From an optimization exercise on the open Yosys and OpenROAD flow, aimed at a short achievable clock period and few clock cycles; shortcuts taken in it are not production practice. At most, simulation tests tie the RTL to the original design; equivalence was not proved.

==> run a <==
Design mips, start of the top module:
module mips(input logic clk, reset, input logic [31:0] rd,
            output logic [31:0] wd, adr, output logic MemWrite);
  localparam int NL = 32;            
  localparam int IB = $clog2(NL);    
  localparam int TB = 10 - IB;
  localparam int W = 20;             
  function automatic logic [31:0] add32(input logic [31:0] a, b, input logic ci);
    logic [31:0] p, g, p0, g0;
    p0 = a ^ b;
    g0 = a & b;
    g0[0] = g0[0] | (p0[0] & ci);
    p = p0;
    g = g0;
    for (int d = 1; d < 32; d = d * 2) begin
      for (int i = 31; i >= d; i--) begin
        g[i] = g[i] | (p[i] & g[i - d]);
        p[i] = p[i] & p[i - d];
      end
    end
    add32 = p0 ^ {g[30:0], ci};
  endfunction
  function automatic logic [4:0] f_dst(input logic [31:0] x);
    case (x[31:26])
      6'd0: f_dst = x[15:11];
      6'd8, 6'd35: f_dst = x[20:16];
      default: f_dst = 5'd0;
    endcase
  endfunction
  function automatic logic f_usrs(input logic [31:0] x);
    f_usrs = x[31:26] == 6'd0 || x[31:26] == 6'd8 || x[31:26] == 6'd35 ||
  ...
export LEC_CHECK = 0
export ABC_CLOCK_PERIOD_IN_PS = 3000
export CAP_MARGIN = 20
export CORE_MARGIN = 2
export CORE_UTILIZATION = 40
export PLACE_DENSITY = 0.7
export SLEW_MARGIN = 20
export TNS_END_PERCENT = 5
create_clock -name core_clock -period 18.0 [get_ports {clk}]
standard.sh (not shown) runs the stock make flow with config.mk's settings and CLKGATE_MAP_FILE= SYNTH_SCRIPT=/design/flow/synth_recipe.tcl, a recipe that flattens the netlist after the stock synthesis.
==> flow/flow/run.sh <==
#!/bin/bash
set -euo pipefail
bash standard.sh SETUP_SLACK_MARGIN=13 finish > flow_standard.log 2>&1
==> inputs of run b, as changes to run a <==
--- a/flow/design.v
+++ b/flow/design.v
@@ -47,22 +47,20 @@
   endfunction
   logic [31:0] adr_q, wd_q;
   logic        mw_q;                 
   logic        pf_q;                 
   logic        ld_q;                 
   logic [4:0]  ldrt_q;
   logic [13:2] pp;                   
   logic [13:2] fpc;                  
-  logic [NL-1:0] fs;                 
   logic [31:0] ir0, ir1;             
   logic        ir0_v, ir1_v;
   logic [13:2] ir_pc;                
   logic        ir_pt;                
-  logic [31:0] rs0o, rt0o, rs1o, rt1o;   
   logic        fb_v;                 
   logic        fb_in;                
   logic [31:0] fb_d;
   logic [13:2] fb_a;
   logic        pv_v;                 
   logic [31:0] pv_d;
   logic [13:2] pv_a;
   logic [31:0] rf [1:31];
@@ -80,24 +78,23 @@
   logic [4:0]  rs0, rt0, rd0, rs1, rt1, rd1;
   logic [31:0] a0, b0, a1, b1, se0, se1;
   assign op0 = ir0[31:26]; assign rs0 = ir0[25:21]; assign rt0 = ir0[20:16];
   assign rd0 = ir0[15:11]; assign fn0 = ir0[5:0];
   assign op1 = ir1[31:26]; assign rs1 = ir1[25:21]; assign rt1 = ir1[20:16];
   assign rd1 = ir1[15:11]; assign fn1 = ir1[5:0];
   assign se0 = {{16{ir0[15]}}, ir0[15:0]};
   assign se1 = {{16{ir1[15]}}, ir1[15:0]};
-  function automatic logic [31:0] rread(input logic [31:0] ro);
-    rread = '0;
-    for (int k = 1; k < 32; k++) rread = rread | ({32{ro[k] & rf_v[k]}} & rf[k]);
+  function automatic logic [31:0] rread(input logic [4:0] r);
+    rread = (r != 5'd0 && rf_v[r]) ? rf[r] : 32'd0;
   endfunction
-  assign a0 = rread(rs0o);
-  assign b0 = rread(rt0o);
-  assign a1 = rread(rs1o);
-  assign b1 = rread(rt1o);
+  assign a0 = rread(rs0);
+  assign b0 = rread(rt0);
+  assign a1 = rread(rs1);
+  assign b1 = rread(rt1);
   function automatic logic [31:0] alu(input logic [5:0] fn, input logic [31:0] a, b);
     logic sub;
     logic [31:0] sum;
     sub = (fn == 6'h22) || (fn == 6'h2a);
     sum = add32(a, b ^ {32{sub}}, sub);
     case (fn)
       6'h24: alu = a & b;
       6'h25: alu = a | b;
@@ -173,120 +170,71 @@
       j2r[k] = c_j[(k + 2) % NL];
       b1r[k] = c_b[(k + 1) % NL];
       bp1r[k] = c_bp[(k + 1) % NL];
       pb1r[k] = c_pb[(k + 1) % NL];
       d1r[k] = c_d[(k + 1) % NL];
       t1r[k] = c_tgt[(k + 1) % NL];
       t2r[k] = c_tgt[(k + 2) % NL];
     end
-  logic [31:0] cd0, cd1;
-  logic [13:2] t0s, t1s, t2s;
-  logic        h0s, h1s, h2s, j0s, b0s, bp0s, j1s, b1s, bp1s, pb1s, j2s;
-  always_comb begin
-    cd0 = '0; cd1 = '0; t0s = '0; t1s = '0; t2s = '0;
-    {h0s, h1s, h2s, j0s, b0s, bp0s, j1s, b1s, bp1s, pb1s, j2s} = '0;
-    for (int k = 0; k < NL; k++) begin
-      cd0 = cd0 | ({32{fs[k]}} & c_d[k]);
-      cd1 = cd1 | ({32{fs[k]}} & d1r[k]);
-      t0s = t0s | ({12{fs[k]}} & c_tgt[k]);
-      t1s = t1s | ({12{fs[k]}} & t1r[k]);
-      t2s = t2s | ({12{fs[k]}} & t2r[k]);
-      h0s = h0s | (fs[k] & h0[k]);
-      h1s = h1s | (fs[k] & h1[k]);
-      h2s = h2s | (fs[k] & h2[k]);
-      j0s = j0s | (fs[k] & c_j[k]);
-      b0s = b0s | (fs[k] & c_b[k]);
-      bp0s = bp0s | (fs[k] & c_bp[k]);
-      j1s = j1s | (fs[k] & j1r[k]);
-      b1s = b1s | (fs[k] & b1r[k]);
-      bp1s = bp1s | (fs[k] & bp1r[k]);
-      pb1s = pb1s | (fs[k] & pb1r[k]);
-      j2s = j2s | (fs[k] & j2r[k]);
-    end
-  end
   logic hit0, hit1, hit2, fbh0, rdh0, f_avail, slot_free;
-  assign hit0 = fca && h0s;
-  assign hit1 = fca && h1s;
-  assign hit2 = fca && h2s;
+  assign hit0 = fca && h0[i0];
+  assign hit1 = fca && h1[i0];
+  assign hit2 = fca && h2[i0];
   assign fbh0 = fb_v && fb_a == fpc;
   assign rdh0 = pf_q && pp == fpc;
   assign f_avail = hit0 | fbh0 | rdh0;
   assign slot_free = !ir0_v || ex;
   logic pt0, pt1, pair, fold1, fold2;
-  assign pt0 = j0s | (b0s & bp0s);
-  assign pt1 = j1s | (b1s & bp1s);
-  assign pair = hit0 && hit1 && pb1s && !pt0;
-  assign fold1 = hit1 && j1s;          
-  assign fold2 = hit2 && j2s;          
-  function automatic logic [NL-1:0] dec(input logic [13:2] a);
-    dec = '0;
-    dec[a[IB+1:2]] = 1'b1;
-  endfunction
-  function automatic logic [NL-1:0] rot(input logic [NL-1:0] x, input int n);
-    rot = (x << n) | (x >> (NL - n));
-  endfunction
+  assign pt0 = c_j[i0] | (c_b[i0] & c_bp[i0]);
+  assign pt1 = j1r[i0] | (b1r[i0] & bp1r[i0]);
+  assign pair = hit0 && hit1 && pb1r[i0] && !pt0;
+  assign fold1 = hit1 && j1r[i0];      
+  assign fold2 = hit2 && j2r[i0];      
   logic        f_pt;
   logic [13:2] fpc_n;
-  logic [NL-1:0] fs_n;
   always_comb begin
     f_pt = 1'b0;
-    if (e_redir) begin
-      fpc_n = e_tgt; fs_n = dec(e_tgt);
-    end else if (!(f_avail && slot_free)) begin
-      fpc_n = fpc; fs_n = fs;
-    end else if (pair) begin
-      f_pt = b1s & bp1s;
-      if (pt1) begin
-        fpc_n = t1s; fs_n = dec(t1s);
-      end else if (fold2) begin
-        fpc_n = t2s; fs_n = dec(t2s);
-      end else begin
-        fpc_n = fpc + 12'd2; fs_n = rot(fs, 2);
-      end
-    end else if (hit0 && pt0) begin
+    if (e_redir) fpc_n = e_tgt;
+    else if (!(f_avail && slot_free)) fpc_n = fpc;
+    else if (pair) begin
+      f_pt = b1r[i0] & bp1r[i0];
+      fpc_n = pt1 ? t1r[i0] : fold2 ? t2r[i0] : fpc + 12'd2;
+    end else if (hit0) begin
       f_pt = pt0;
-      fpc_n = t0s; fs_n = dec(t0s);
-    end else if (fold1) begin
-      fpc_n = t1s; fs_n = dec(t1s);
-    end else begin
-      fpc_n = fpc + 12'd1; fs_n = rot(fs, 1);
-    end
+      fpc_n = pt0 ? c_tgt[i0] : fold1 ? t1r[i0] : fpc + 12'd1;
+    end else fpc_n = fold1 ? t1r[i0] : fpc + 12'd1;
   end
   logic [11:0] dpp;
   logic behind, far;
   logic [13:2] pp_n;
   assign dpp = pp - fpc;
   assign behind = dpp[11];
   assign far = !behind && dpp >= 12'(W - 1);
   always_comb begin
     if (e_redir) pp_n = e_tgt;
     else if (!f_avail || behind) pp_n = fpc;
     else if (pf_q && !far) pp_n = pp + 12'd1;
     else pp_n = pp;
   end
-  logic [31:0] x0;
-  assign x0 = hit0 ? cd0 : fbh0 ? fb_d : rd;
   always_ff @(posedge clk, posedge reset) begin
     if (reset) begin
       adr_q <= 32'd0;
       mw_q <= 1'b0;
       pf_q <= 1'b1;
       ld_q <= 1'b0;
       pp <= 12'd0;
       fpc <= 12'd0;
-      fs <= NL'(1);
       ir0_v <= 1'b0;
       ir1_v <= 1'b0;
       ir_pt <= 1'b0;
       fb_v <= 1'b0;
       pv_v <= 1'b0;
     end else begin
       fpc <= fpc_n;
-      fs <= fs_n;
       pp <= pp_n;
       if (e_mem) begin
         adr_q <= msl ? ag1 : ag0;
         mw_q <= msl ? op1 == 6'd43 : op0 == 6'd43;
         ld_q <= msl ? op1 == 6'd35 : op0 == 6'd35;
         pf_q <= 1'b0;
       end else begin
         adr_q <= {18'd0, pp_n, 2'b00};
@@ -307,22 +255,18 @@
     end
   end
   always_ff @(posedge clk) begin
     if (e_mem) begin
       ldrt_q <= msl ? rt1 : rt0;
       wd_q <= msl ? b1 : b0;
     end
     if (slot_free) begin
-      ir0 <= x0;
-      ir1 <= cd1;
-      rs0o <= 32'(1) << x0[25:21];
-      rt0o <= 32'(1) << x0[20:16];
-      rs1o <= 32'(1) << cd1[25:21];
-      rt1o <= 32'(1) << cd1[20:16];
+      ir0 <= hit0 ? c_d[i0] : fbh0 ? fb_d : rd;
+      ir1 <= d1r[i0];
       ir_pc <= fpc;
     end
     fb_d <= rd;
     fb_a <= pp;
     fb_in <= (c_v[pp[IB+1:2]] && c_tag[pp[IB+1:2]] == pp[11:IB+2]) || (fb_v && fb_a == pp);
     if (fb_v) begin
       pv_d <= fb_d;
       pv_a <= fb_a;
==> inputs of run c, as changes to run a <==
--- a/flow/design.v
+++ b/flow/design.v
@@ -1,12 +1,12 @@
 module mips(input logic clk, reset, input logic [31:0] rd,
             output logic [31:0] wd, adr, output logic MemWrite);
   localparam int NL = 32;            
-  localparam int IB = $clog2(NL);    
+  localparam int IB = 5;            
   localparam int TB = 10 - IB;
   localparam int W = 20;             
   function automatic logic [31:0] add32(input logic [31:0] a, b, input logic ci);
     logic [31:0] p, g, p0, g0;
     p0 = a ^ b;
     g0 = a & b;
     g0[0] = g0[0] | (p0[0] & ci);
     p = p0;
ABC_CLOCK_PERIOD_IN_PS = not set   (was 3000)
CORE_UTILIZATION = 33   (was 40)
PLACE_DENSITY = 0.62   (was 0.7)
==> run notes <==
Of run c and run b, run c has the higher synthesized cell count (gap about 6%, measured against run b). Synthesized area: run c is smaller than run b (about 1.2%). Run b died in global routing (5_1_grt) with GRT-0116. Run a died in global routing (5_1_grt) with GRT-0232. Run c did not get past global routing (5_1_grt) (GRT-0232).
==> figures <==
metric	run c	run a	run b
Compound-Gate Fraction of Synth Area	0.239	0.239	0.214
Pre-CTS setup slack	8.93 ns	8.67 ns	7.67 ns
Arithmetic-cell share of the synthesized area counting full adders, half adders and majority gates	0.0207	0.0207	0.0221
Proportion of synthesized area in mux cells	0.0186	0.0186	0.116
Post-CTS Repair Setup Buffers	495	519	535
Share of synthesized registers carrying an async set or reset	0.0504	0.0504	0.0423
Synth Cell Area	0.189 mm²	0.189 mm²	0.191 mm²
Warning count from the yosys run	5	5	37
Detail Placement HPWL	1070 mm	1100 mm	1120 mm
Global placer's final weighted congestion	1.23	1.25	1.36
Total clock sinks	3157	3157	3001
Outcome	aborted with a tool error	aborted with a tool error	aborted with a tool error
Stage where the flow stopped	global routing (5_1_grt)	global routing (5_1_grt)	global routing (5_1_grt)
Simple-Gate Fraction of Synth Area	0.155	0.155	0.114
Number of distinct library cell variants in the gate-level netlist after synthesis	93	93	115
Die extent in y	761 µm	691 µm	695 µm
Register bit count reported by yosys	3157	3157	3001
Post-synth EDFFs	2953	2953	2829
Die Width	761 µm	691 µm	695 µm
Testbench counts of run c, summed over its fixed seeds: cycles 55,320.
No functional check of the RTL was part of run a and run b.
